This is an optimization exercise on Yosys and OpenROAD, whose aim is small area, not a production implementation.
In this exercise RTL edits were held to simulation tests only and were not proved equivalent to the original.
Power is estimated from default activity; no workload was simulated.

==> flow/design.v <==
`timescale 1ns/1ps
module compare(
    input [3:0] cnt0, cnt1, cnt2, cnt3, rec0, rec1, rec2, rec3,
    output reg is_new
);
    always @(cnt0, cnt1, cnt2, cnt3, rec0, rec1, rec2, rec3) begin
        if ({cnt3, cnt2, cnt1, cnt0} < {rec3, rec2, rec1, rec0}) is_new = 1;
        else is_new = 0;
    end
endmodule
`timescale 1ns/1ps
module control(
    input ck, reset,
    input start, pul,
    input one_ms, end_wait, is_new, zero, hit_5s,
    output enable, clear_ms_enable, clear_count_ms, write_enable, load_wait, dec_wait, inc_errors, load_rand, clear_5s,
    output led, block
);
    parameter [3:0] 
        IDLE = 0,
        WAIT_RAND = 1,
        ONE_MS = 2,
        ENABLE_MS = 3,
        COMPARE = 4,
        LOAD_MEMORY = 5,
        ERROR = 6,
        LOAD_ERROR = 7,
        WAIT_ERROR = 8,
        DEC_WAIT = 9;
    reg [3:0] state, state_next;
    always @(posedge ck, posedge reset) begin
        if (reset) state <= IDLE;
        else state <= state_next;
    end
    always @(state, start, pul, end_wait, one_ms, is_new, zero, hit_5s) begin
        case (state)
            IDLE: begin
                if (start) state_next = WAIT_RAND;
                else state_next = IDLE;
            end
            WAIT_RAND: begin
                if (zero) state_next = ONE_MS;
                else if (pul) state_next = ERROR;
                else state_next = WAIT_RAND;
            end
            ONE_MS: begin
                if (pul) state_next = COMPARE;
                else if (one_ms) state_next = ENABLE_MS;
                else state_next = ONE_MS;
            end
            ENABLE_MS: begin
                if (pul) state_next = COMPARE;
                else state_next = ONE_MS;
            end
            COMPARE: begin
                if (start && is_new) state_next = LOAD_MEMORY;
                else if (start && !is_new) state_next = WAIT_RAND;
                else state_next = COMPARE;
            end
            LOAD_MEMORY: begin
                state_next = WAIT_RAND;
            end
            ERROR: begin
                state_next = LOAD_ERROR;
            end
            LOAD_ERROR: begin
                state_next = WAIT_ERROR;
            end
            WAIT_ERROR: begin
                if (end_wait) state_next = IDLE;
                else if (hit_5s) state_next = DEC_WAIT;
                else state_next = WAIT_ERROR;
            end
            DEC_WAIT: begin
                state_next = WAIT_ERROR;
            end
            default: state_next = IDLE;
        endcase
    end
    reg [10:0] outputs;
    always @(state) begin
        case (state)
            IDLE:           outputs = 11'b0x10xx01x00;
            WAIT_RAND:      outputs = 11'b0110xx00x00;
            ONE_MS:         outputs = 11'b0000xx0xx10;
            ENABLE_MS:      outputs = 11'b1000xx0xx10;
            COMPARE:        outputs = 11'b0x00xx01x00;
            LOAD_MEMORY:    outputs = 11'b0x11xx01x00;
            ERROR:          outputs = 11'b0x10xx1xx01;
            LOAD_ERROR:     outputs = 11'b0x10100x101;
            WAIT_ERROR:     outputs = 11'b0x10000x001;
            DEC_WAIT:       outputs = 11'b0x10010x001;
            default:        outputs = 11'b0;
        endcase
    end
    assign {enable, clear_ms_enable, clear_count_ms, write_enable, load_wait, dec_wait, inc_errors, load_rand, clear_5s, led, block} = outputs;
endmodule
`timescale 1ns/1ps
module count6bit(
    input ck, reset,
    output reg [5:0] count
);
    reg [5:0] count_next;
    always @(posedge ck, posedge reset) begin
        if (reset) count <= 0;
        else count <= count_next;
    end
    always @(count) begin
        count_next = count + 1;
    end
endmodule
`timescale 1ns/1ps
module count_5s(
    input ck, reset, clear,
    output reg hit
);
    reg [28:0] count, count_next;
    always @(posedge ck) begin
        if (reset) count <= 0;
        else count <= count_next;
    end
    always @(count, clear) begin
        hit = 0;
        if (clear) begin
            count_next = 0;
        end
        else if (count == 50_000) begin
            count_next = 0;
            hit = 1;
        end
        else begin
            count_next = count + 1;
        end
    end
endmodule
`timescale 1ns/1ps
module count_errors(
    input ck, reset, inc_errors,
    output reg [1:0] error_count
);
    reg [1:0] error_count_next;
    always @(posedge ck, posedge reset) begin
        if (reset) error_count <= 0;
        else error_count <= error_count_next;
    end
    always @(error_count, inc_errors) begin
        if (inc_errors) begin
            if (error_count == 3) error_count_next = error_count;
            else error_count_next = error_count + 1;
        end
        else begin
            error_count_next = error_count;
        end
    end
endmodule
`timescale 1ns/1ps
module counter(
    input ck, reset, clear, enable,
    output carry,
    output reg [3:0] count
);
    reg [3:0] count_next;
    always @(posedge ck, posedge reset) begin
        if (reset) count <= 9;
        else count <= count_next;
    end
    always @(count, enable, clear) begin
        if (clear) begin
            count_next = 0;
        end
        else if (enable) begin
            if (count == 9) begin
                count_next = 0;
            end
            else count_next = count + 1;
        end
        else begin
            count_next = count;
        end
    end
    assign carry = (count == 9 && enable) ? 1 : 0;
endmodule
module count_ms(
    input ck, reset, clear, enable,
    output [3:0] cnt0, cnt1, cnt2, cnt3
);
    wire carry0, carry1, carry2, carry3;
    counter c0(ck, reset, clear, enable, carry0, cnt0);
    counter c1(ck, reset, clear, carry0, carry1, cnt1);
    counter c2(ck, reset, clear, carry1, carry2, cnt2);
    counter c3(ck, reset, clear, carry2, carry3, cnt3);
endmodule
`timescale 1ns/1ps
module count_ds(
    input ck, reset, 
    output reg enable_ds
);
    parameter [23:0] MAX_COUNT = 1_000;
    reg [23:0] count, count_next;
    always @(posedge ck, posedge reset) begin
        if (reset) count <= 0;
        else count <= count_next;
    end
    always @(count) begin
        if (count == MAX_COUNT) begin
            count_next = 0;
            enable_ds = 1;
        end
        else begin
            count_next = count + 1;
            enable_ds = 0;
        end
    end
endmodule
module dec_count(
    input ck, reset, load,
    input [5:0] new_value,
    output zero
);
    reg [5:0] value, value_next;
    wire enable;
    count_ds u0(ck, reset, enable);
    always @(posedge ck, posedge reset) begin
        if (reset) value <= 0;
        else value <= value_next;
    end
    always @(new_value, value, load, enable) begin
        if (load) value_next = new_value;
        else if (enable && value) value_next = value - 1;
        else value_next = value;
    end
    assign zero = ~|value;
endmodule
`timescale 1ns/1ps
module cnt_8(
    input ck, reset,
    input refresh,
    output reg [2:0] sel
);
    reg [2:0] sel_next;
    always @(posedge ck, posedge reset) begin
        if (reset) sel <= 0;
        else sel <= sel_next;
    end
    always @(sel, refresh) begin
        if (refresh) sel_next = sel + 1;
        else sel_next = sel;
    end
endmodule
module dec3_8(
    input [2:0] sel,
    output reg [7:0] an
);
    always @(sel) begin
        case (sel)
            3'h0: an = 8'b1111_1110;
            3'h1: an = 8'b1111_1101;
            3'h2: an = 8'b1111_1011;
            3'h3: an = 8'b1111_0111;
            3'h4: an = 8'b1110_1111;
            3'h5: an = 8'b1101_1111;
            3'h6: an = 8'b1011_1111;
            3'h7: an = 8'b0111_1111;
            default: an = 8'b1111_1111;
        endcase
    end
endmodule
module gen_refresh(
    input ck, reset,
    output refresh
);
    reg [26:0] cnt, cnt_next;
    parameter [26:0] MAX_CNT = 27'd9;
    always @(posedge ck, posedge reset) begin
        if (reset) cnt <= 0;
        else cnt <= cnt_next;
    end
    always @(cnt) begin
        if (cnt == MAX_CNT) cnt_next = 0;
        else cnt_next = cnt + 1;
    end
    assign refresh = (cnt == MAX_CNT) ? 1 : 0;
endmodule
module mux_4(
    input [3:0] seg0, seg1, seg2, seg3, seg4, seg5, seg6, seg7,
    input [2:0] sel,
    output reg [3:0] in_seg
);
    always @(seg0, seg1, seg2, seg3, seg4, seg5, seg6, seg7, sel) begin
        case (sel)
            4'h0: in_seg = seg0;
            4'h1: in_seg = seg1;
            4'h2: in_seg = seg2;
            4'h3: in_seg = seg3;
            4'h4: in_seg = seg4;
            4'h5: in_seg = seg5;
            4'h6: in_seg = seg6;
            4'h7: in_seg = seg7;
            default: in_seg = 4'h0;
        endcase
    end
endmodule
module seven_segments(
	input [3:0] in_seg,
	output reg [6:0] c  
);
	always @(in_seg) begin
		case (in_seg)
			4'h0: c = 7'b0000001;
			4'h1: c = 7'b1001111;
			4'h2: c = 7'b0010010;
			4'h3: c = 7'b0000110;
			4'h4: c = 7'b1001100;
			4'h5: c = 7'b0100100;
			4'h6: c = 7'b0100000;
			4'h7: c = 7'b0001111;
			4'h8: c = 7'b0000000;
			4'h9: c = 7'b0000100;
			4'hA: c = 7'b0001000;
			4'hB: c = 7'b1100000;
			4'hC: c = 7'b0110001;
			4'hD: c = 7'b1000010;
			4'hE: c = 7'b0110000;
			4'hF: c = 7'b0111000;
			default: c = 7'b1111111;
		endcase
	end
endmodule
module eight_display(
    input ck, reset,
    input [3:0] seg0, seg1, seg2, seg3, seg4, seg5, seg6, seg7,
    output [7:0] an,
    output [6:0] c
);
    wire refresh;
    wire [2:0] sel;
    wire [3:0] in_seg;
    gen_refresh u0(ck, reset, refresh);
    cnt_8 u1(ck, reset, refresh, sel);
    mux_4 u2(seg0, seg1, seg2, seg3, seg4, seg5, seg6, seg7, sel, in_seg);
    dec3_8 u3(sel, an);
    seven_segments u4(in_seg, c);
endmodule
`timescale 1ns/1ps
module memory(
    input ck, reset, write_enable,
    input [3:0] cnt0, cnt1, cnt2, cnt3,
    output reg [3:0] rec0, rec1, rec2, rec3
);
    reg [3:0] new_rec0, new_rec1, new_rec2, new_rec3;
    always @(posedge ck, posedge reset) begin
        if (reset) begin
            rec0 <= 9;
            rec1 <= 9;
            rec2 <= 9;
            rec3 <= 9;
        end
        else begin
            rec0 <= new_rec0;
            rec1 <= new_rec1;
            rec2 <= new_rec2;
            rec3 <= new_rec3;
        end
    end
    always @(write_enable, cnt0, cnt1, cnt2, cnt3, rec0, rec1, rec2, rec3) begin
        if (write_enable) begin
            new_rec0 = cnt0;
            new_rec1 = cnt1;
            new_rec2 = cnt2;
            new_rec3 = cnt3;
        end
        else begin
            new_rec0 = rec0;
            new_rec1 = rec1;
            new_rec2 = rec2;
            new_rec3 = rec3;
        end
    end
endmodule
`timescale 1ns/1ps
module ms_enable(
    input ck, reset, clear,
    output reg one_ms
);
    reg [16:0] count, count_next;
    always @(posedge ck, posedge reset) begin
        if (reset) count <= 0;
        else count <= count_next;
    end
    always @(count, clear) begin
        one_ms = 0;
        if (clear) begin
            count_next = 0;
        end
        else if (count == 10) begin
            count_next = 0;
            one_ms = 1;
        end
        else begin
            count_next = count + 1;
        end
    end
endmodule
`timescale 1ns/1ps
module wait_count(
    input ck, load_wait, dec_wait,
    input [1:0] new_error_count,
    output end_wait
);
    reg [1:0] error_count, error_count_next;
    always @(posedge ck) begin
        error_count <= error_count_next;
    end
    always @(error_count, load_wait, dec_wait, new_error_count) begin
        if (load_wait) begin
            error_count_next = new_error_count;
        end
        else if (dec_wait) begin
            error_count_next = error_count - 1;
        end
        else begin
            error_count_next = error_count;
        end
    end
    assign end_wait = ~|error_count;
endmodule
`timescale 1ns / 1ps
module datapath(
    input ck, reset,
    input enable, clear_ms_enable, clear_count_ms, write_enable, load_wait, dec_wait, inc_errors, load_rand, clear_5s,
    output zero, hit_5s, end_wait, one_ms, is_new,
    output [3:0] cnt0, cnt1, cnt2, cnt3, rec0, rec1, rec2, rec3
);
    wire [5:0] new_value;
    count6bit u0(ck, reset, new_value);
    dec_count u1(ck, reset, load_rand, new_value, zero);
    ms_enable u2(ck, reset, clear_ms_enable, one_ms);
    count_ms u3(ck, reset, clear_count_ms, enable, cnt0, cnt1, cnt2, cnt3);
    memory u4(ck, reset, write_enable, cnt0, cnt1, cnt2, cnt3, rec0, rec1, rec2, rec3);
    compare u5(cnt0, cnt1, cnt2, cnt3, rec0, rec1, rec2, rec3, is_new);
    count_5s u6(ck, reset, clear_5s, hit_5s);
    wire [1:0] error_count;
    count_errors u7(ck, reset, inc_errors, error_count);
    wait_count u8(ck, load_wait, dec_wait, error_count, end_wait);
endmodule
`timescale 1ns/1ps
module top(
    input ck, reset,
    input start_button, reflex_button,
    output CA, CB, CC, CD, CE, CF, CG, DP,
    output led, block,
    output [7:0] AN
);
    wire refresh;
    wire enable, clear_ms_enable, clear_count_ms, write_enable, load_wait, dec_wait, inc_errors, load_rand, clear_5s, zero, hit_5s, end_wait, one_ms, is_new;
    wire [3:0] cnt0, cnt1, cnt2, cnt3, rec0, rec1, rec2, rec3;
    assign DP = AN[7] & AN[3];
    datapath u0(ck, reset, enable, clear_ms_enable, clear_count_ms, write_enable, load_wait, dec_wait, inc_errors, load_rand, clear_5s, zero, hit_5s, end_wait, one_ms, is_new, cnt0, cnt1, cnt2, cnt3, rec0, rec1, rec2, rec3);
    control u1(ck, reset, start_button, reflex_button, one_ms, end_wait, is_new, zero, hit_5s, enable, clear_ms_enable, clear_count_ms, write_enable, load_wait, dec_wait, inc_errors, load_rand, clear_5s, led, block);
    eight_display u2(ck, reset, cnt0, cnt1, cnt2, cnt3, rec0, rec1, rec2, rec3, AN, {CA, CB, CC, CD, CE, CF, CG});
endmodule
==> flow/run.sh <==
#!/bin/bash
# synth_recipe.tcl (not shown) runs the flow's synth.tcl, then flattens the netlist and writes it again
# the make line also repeats each setting of config.mk as NAME=value (left out here)
make -C /OpenROAD-flow-scripts/flow DESIGN_CONFIG=/design/flow/config.mk WORK_HOME=/design/flow/orfs CLKGATE_MAP_FILE= SYNTH_SCRIPT=/design/flow/synth_recipe.tcl finish
==> flow/config.mk <==
export PLATFORM = sky130hd
export DESIGN_NAME = top
export DESIGN_NICKNAME = top
export VERILOG_FILES = /design/flow/design.v
export SDC_FILE = /design/flow/constraint.sdc
export NUM_CORES = 4
export LEC_CHECK = 0
export CAP_MARGIN = 20
export CORE_MARGIN = 2
export CORE_UTILIZATION = 40
export SLEW_MARGIN = 20
==> flow/constraint.sdc <==
create_clock -name core_clock -period 10.0 [get_ports {ck}]
set_input_delay 2.0000 -clock core_clock [delete_from_list [all_inputs] [get_ports {ck}]]
set_output_delay 2.0000 -clock core_clock [all_outputs]
set_load 0.01 [all_outputs]
==> impl_results.md <==
- Top cells by area in the synthesized netlist: dfrtp_1 32%, ha_1 7.5%, dfxtp_1 7.1%
- Finished Layout Cells: 1168
- Critical Path AT: 4.02 ns
- Final slew viol count: 0
- Die Ht: between 100 and 150 um
- LEAKAGE: about 4 nW
- Final Util: 46.03%
- CP required: 8.00 ns
- Share of the synthesized area in the top cell type: 32.08%
- Final HPWL from detailed placement: 11100 um
- Fmax: 166.2 MHz
- 1st-iter DRT viols: 364
- Critical Path Fanout Max: 16
- # DRC: 0
- Synth warnings: 16
- Clock Tree Buf Depth: 2
- Sequential fraction of the synthesis area: 45.03%
- Cells after synthesis: around 870
- Inst Count DP: 1136
- Unique masters post-synth: 65
- FP Rows: 52
- Sink Count: 152
- Vias in the first global route: 5742
- Maximum VDD drop: 129.8 uV
- Initial Utilization: 40.61%
- Post_cts resized: 0
- Register bit total from synthesis: around 150
- RSZ-0062 raised after global routing: no
- Actual slew at the worst max-slew pin: 0.9890 ns
- Drt pass-1 iters: 4
- CTS Hold Buffers Added: 0
- Number of synthesized flops with an enable pin: 2
- Share of layout cells above drive strength 1: 8.241%
- Vias: 5935
- WL/cell: ~14 um
- Root buffer cell: clkbuf_16
- GPL Wtd Cong: 0.7701
- Syn_area_per_cell: 9.459 um^2
- Final Power: about 0.0017 W
- Ys async rst share: 79.61%
- # nets final: 938
- Diode count: 0
- Startpoint Class: register
- Gr ovfl total: 0
- Vias per cell: 5.081
- Post-CTS Setup Bufs: 0
- Initial antenna violation count: 0
- ANT nets after route: 0
- Critical path class: register to output pin
- Cell taking the most area after synthesis: dfrtp_1
- Worst skew pair latency: 0.43 ns
- Final period util: 60.17%
- Setup TNS: 0 ns
- Total Routing Usage GR: between 10% and 20%
- Top_reg_cell synth: dfrtp_1
- Layout area overhead: 13.33%
- Slew Limit Headroom: about 34%
- Largest net degree at the start of global routing: 63
- Final Hold Viols: 0
- PortBufs: 21
- Crit. End Element: output pin
- Syn_nets: approximately 920
- Power Density: 187.8 nW/um^2
- Hold WC Path Type: register to register
- Multi-input gate area: 4189 um^2
- Fill cell count: just under 2000
- Die area: 21640 um^2
- Final setup fails: 0
- Die X: 147.1 um
- Reg clk slew, reported paths: 0.07 ns
- WL final: ~16000 um
- Clk_skew: 0.008951 ns
- Top Ports: 22
- Status: no timing/DRC/antenna violations
- CTS tree: done
- Num CTS Buffers: 17
- Core Region: 20170 um^2
- H-tree depth: 4
- Minimum clock period: 6.017 ns
- Register Area: 3689 um^2
- First-pass GRT wire length: 28080 um
- Post-synthesis cell area: 8192 um^2
- Max-cap violations: 0
-- registers in the layout, summed over array words and instances (netlist names), 6 cells and up --
name            flops
u0.u1.u0.count     24
u0.u2.count        17
u0.u1.value         6
u0.u6.count        29
u2.u0.cnt          27
u0.u0.count         6
-- per-stage QoR --
step                      setup slack [ns]  hold slack, ns  cell area [um^2]
after floorplan                      4.812          0.4371              8192
after global placement               4.577          0.4561              8661
after detailed placement             4.454          0.4581              8661
after CTS                            3.997          0.4698              9284
after global routing                 3.626          0.5046              9284
final                                3.983          0.4668              9284
-- cells in the mapped netlist, types with 16 or more instances --
cell,count
nand4_1,27
xnor2_1,42
nand3_1,45
ha_1,49
a21oi_1,23
clkbuf_1,16
nor2_1,112
dfstp_2,16
xor2_1,56
and3_1,23
o21ai_0,29
nor3_1,17
nand2_1,70
inv_1,56
dfrtp_1,105
dfxtp_1,29
nor4_1,19
-- cell families (layout without fill, tap and decap cells) --
| family | count (synthesis) | in the layout | share of synthesized area [%] |
|---|---|---|---|
| AND/OR/NAND/NOR | 370 | 370 | 22.76 |
| flip-flops | 152 | 152 | 45.03 |
| AO/OA/AOI/OAI | 98 | 98 | 7.912 |
| XOR/XNOR | 98 | 98 | 10.48 |
| buffers and inverters | 80 | 112 | 3.895 |
| adder cells (fa/ha/maj) | 49 | 49 | 7.484 |
| multiplexers | 19 | 19 | 2.444 |
-- layout make-up --
cell class,count,area share (%)
Clock buffer,19,4.879
Clock inverter,13,1.833
Inverter,56,2.291
Multi-Input combinational cell,634,45.12
Sequential cell,152,39.73
Tap cell,270,3.639
Timing Repair Buffer,24,2.507
-- layer usage --
metal | up-vias | wire, um | track usage, % | part of all wire, %
met2 | 64 | 7245 | 24.02 | 45
met1 | 2822 | 8228 | 22.50 | 51
met5 | - | 0 | 0 | 0
li1 | 3034 | - | - | -
met3 | 15 | 418 | 3.789 | 2.6
met4 | 0 | 184 | 4.615 | 1.1
-- report_power, final --
group	total (W)	switching (W)	internal (W)
combinational	0.000337	0.000193	0.000145
clock	0.000673	0.000265	0.000408
sequential	0.000733	0.0000674	0.000665
-- placed cells by master, fill, tap and decap left out, drive strengths merged, types with 4 or more instances in the layout --
master,count
clkinv,6
o21ai,30
xor2,56
dfrtp,105
a21o,6
ha,49
nand2,70
nor4b,5
or3,6
mux2i,11
a22o,5
dfxtp,29
nor2b,10
inv,58
nand3,45
a21oi,23
xnor2,42
clkbuf,19
dfstp,16
nor4,19
and2,6
nor3,19
nand2b,8
and4,5
nor2,112
a221oi,4
a31oi,4
and3,23
o22ai,5
mux2,8
clkdlybuf4s50,21
nand4,27
-- final timing paths --
kind / from / to / slack, ns / cells after the start
worst min register to register: u0.u1.u0.count[23] / u0.u1.u0.count[23] / 0.47 / 1
min in group asynchronous: reset / u0.u1.u0.count[7] / 2.16 / 2
worst max-delay path: u2.u1.sel[2] / CB / 3.98 / 10
worst max register to register: u0.u3.c0.count[0] / u0.u3.c3.count[2] / 7.74 / 6
max in group asynchronous: reset / u0.u4.rec1[1] / 6.57 / 3
worst min-delay path: u0.u1.u0.count[23] / u0.u1.u0.count[23] / 0.47 / 1
-- worst max-delay path, stage by stage (launching register included) --
cell and delay, ns:
dfrtp_1 0.64, inv_1 0.19, ha_1 0.30, or4_4 0.45, nand2b_4 0.19, a31oi_1 0.44
inv_1 0.19, ha_1 0.36, mux2i_1 0.14, a32o_1 0.15, clkdlybuf4s50_1 0.54

==> port drivers added, routing unchanged <==
In the flow no input, the clock included, has a driving cell. The finished layout below was timed again as built, in two steps.
Step 1, drivers: a clkbuf_16 drives ck and a buf_2 each remaining input, both assumed.
Step 2, shift: input delay + t, output delay - t, t = (earliest + latest rising clock arrival at the registers) / 2. This alone moves slack from input paths to output paths.
Slacks: ideal / step 1 / step 2; pairs: ideal / step 1.
t (ns): 0.469
slack for setup (ns): 3.983 / 3.937 / 4.405
worst setup path after step 2: register to output
latest minus earliest clock arrival (ns): 0.011 / 0.011
After both steps this run still meets setup and hold. The setup slack of this run moves by -0.046 ns with the drivers and by +0.422 ns with both steps.
